From an optimization exercise on the open Yosys and OpenROAD flow, aimed at small area; shortcuts taken in it are not production practice.
Only simulation tests tie the RTL to the original design; equivalence was not proved.
Power and IR drop assume default switching activity.

==> build 62 <==
// fifo
module fifo
  #(  
     parameter int SIZE = 1000,
     parameter int T_SIZE = 3,
     parameter int LOG_SIZE = $clog2(SIZE)
     )
   (  
     input logic p2f_irdy,
     input logic [T_SIZE-1:0] data_in,
     output logic f2p_trdy,
     output logic f2c_irdy,
     output logic [T_SIZE-1:0] data_out,
     input logic c2f_trdy,
     input logic clk,
     input logic rst
     );
clock: 10.0 ns
lec_check: 0
cap_margin: 20
core_margin: 2
core_utilization: 70
slew_margin: 20
cts_args: -sink_clustering_enable -repair_clock_nets -sink_clustering_size 18 -sink_clustering_max_diameter 50 -buf_list sky130_fd_sc_hd__clkbuf_8 -dont_use_dummy_load
standard.sh (not shown) runs the stock make flow with config.mk's settings and CLKGATE_MAP_FILE= SYNTH_SCRIPT=/design/flow/synth_recipe.tcl, a recipe that flattens the netlist after the stock synthesis.
==> flow/flow/run.sh <==
#!/bin/bash
# The standard layout, except that clock tree synthesis builds the tree from
# clkbuf_8 buffers, each driving a cluster of at most 18 flip-flops within
# 50 um, and inserts no dummy loads.
set -euo pipefail
cd "$(dirname "$0")/.."
cat >> config.mk <<'EOF'
export CTS_ARGS = -sink_clustering_enable -repair_clock_nets -sink_clustering_size 18 -sink_clustering_max_diameter 50 -buf_list sky130_fd_sc_hd__clkbuf_8 -dont_use_dummy_load
EOF
bash standard.sh finish > standard_flow.log 2>&1
==> inputs of trial 37, as changes to build 62 <==
==> flow/run.sh (new file) <==
#!/bin/bash
# synth_recipe.tcl (not shown) runs the flow's synth.tcl, then flattens the netlist and writes it again
# the make line also repeats each setting of config.mk as NAME=value (left out here)
make -C /OpenROAD-flow-scripts/flow DESIGN_CONFIG=/design/flow/config.mk WORK_HOME=/design/flow/orfs CLKGATE_MAP_FILE= SYNTH_SCRIPT=/design/flow/synth_recipe.tcl finish
==> flow/config.mk (replaced) <==
export PLATFORM = sky130hd
export DESIGN_NAME = fifo
export DESIGN_NICKNAME = fifo
export VERILOG_FILES = /design/flow/design.v
export SDC_FILE = /design/flow/constraint.sdc
export NUM_CORES = 4
export LEC_CHECK = 0
export CAP_MARGIN = 20
export CORE_MARGIN = 2
export CORE_UTILIZATION = 45
export CTS_BUF_LIST = sky130_fd_sc_hd__clkbuf_8
export CTS_CLUSTER_DIAMETER = 50
export CTS_CLUSTER_SIZE = 16
export SLEW_MARGIN = 20
removed: flow/flow/run.sh
removed: flow/standard.sh
==> inputs of build 11, as changes to build 62 <==
==> flow/flow/run.sh (replaced) <==
#!/bin/bash
# The standard layout, except that clock tree synthesis builds the tree from
# clkbuf_8 buffers, each driving a cluster of at most 18 flip-flops within
# 60 um, and inserts no dummy loads.
set -euo pipefail
cd "$(dirname "$0")/.."
cat >> config.mk <<'EOF'
export CTS_ARGS = -sink_clustering_enable -repair_clock_nets -sink_clustering_size 18 -sink_clustering_max_diameter 60 -buf_list sky130_fd_sc_hd__clkbuf_8 -dont_use_dummy_load
EOF
bash standard.sh finish > standard_flow.log 2>&1
==> flow/config.mk (replaced) <==
export PLATFORM = sky130hd
export DESIGN_NAME = fifo
export DESIGN_NICKNAME = fifo
export VERILOG_FILES = /design/flow/design.v
export SDC_FILE = /design/flow/constraint.sdc
export NUM_CORES = 4
export LEC_CHECK = 0
export CAP_MARGIN = 20
export CORE_MARGIN = 2
export CORE_UTILIZATION = 60
export SLEW_MARGIN = 20
export CTS_ARGS = -sink_clustering_enable -repair_clock_nets -sink_clustering_size 18 -sink_clustering_max_diameter 60 -buf_list sky130_fd_sc_hd__clkbuf_8 -dont_use_dummy_load
==> qor summary <==
Final Worst Setup Slack: build 62 2270 ps; build 11 1860 ps; trial 37 1850 ps
First-pass iteration count of the detailed router: build 62 7; build 11 6; trial 37 6
Wire length of the first global-routing pass: build 62 468000 µm; build 11 483000 µm; trial 37 498000 µm
Setup slack at placement: build 62 3560 ps; build 11 3200 ps; trial 37 3060 ps
Portion of total power attributed to sequential cells: build 62 0.612; build 11 0.616; trial 37 0.569
Outcome: build 62 finished clean; build 11 finished clean; trial 37 finished clean
Internal power summed over all cells: build 62 19.3 mW; build 11 19.2 mW; trial 37 20.8 mW
Via count of the first global-routing pass: build 62 76000; build 11 75300; trial 37 76800
Wire length after detailed routing: build 62 314000 µm; build 11 327000 µm; trial 37 339000 µm
Met2 wirelength from detailed routing: build 62 133000 µm; build 11 141000 µm; trial 37 145000 µm
Maximum number of pins on one net before global-route repair: build 62 262; build 11 254; trial 37 265
First element of the critical path: build 62 lo_n[7]; build 11 lo_n[8]; trial 37 lo_n[20]
Worst Max-Slew Pin Slew: build 62 1290 ps; build 11 1200 ps; trial 37 1240 ps
Slew Limit Headroom: build 62 0.139; build 11 0.197; trial 37 0.177
Worst Setup EP: build 62 data_out[1]; build 11 data_out[1]; trial 37 data_out[0]

==> afterwards: timing with drivers on the ports <==
The results above use ideal ports. As a check the final layouts listed here were re-extracted and re-timed, cells and wires unchanged.
Step 1 assumes that a clkbuf_16 drives the clock port and a buf_2 every other input.
Step 2 also shifts input and output timing later by t, the mid clock arrival at the registers, as if the neighbouring blocks saw the same clock.
Three values: no drivers, after step 1, after step 2; two values: the first two.
run	shift t [ns]	slack for setup (ns)	worst hold slack (ns)
build 62	1.020	2.267 / 2.190 / 3.210	0.413 / 0.413 / 0.413
trial 37	1.148	1.853 / 1.767 / 2.916	0.422 / 0.422 / 0.422
build 11	1.050	1.860 / 1.778 / 2.829	0.432 / 0.432 / 0.432
After both steps every run listed still meets setup and hold.
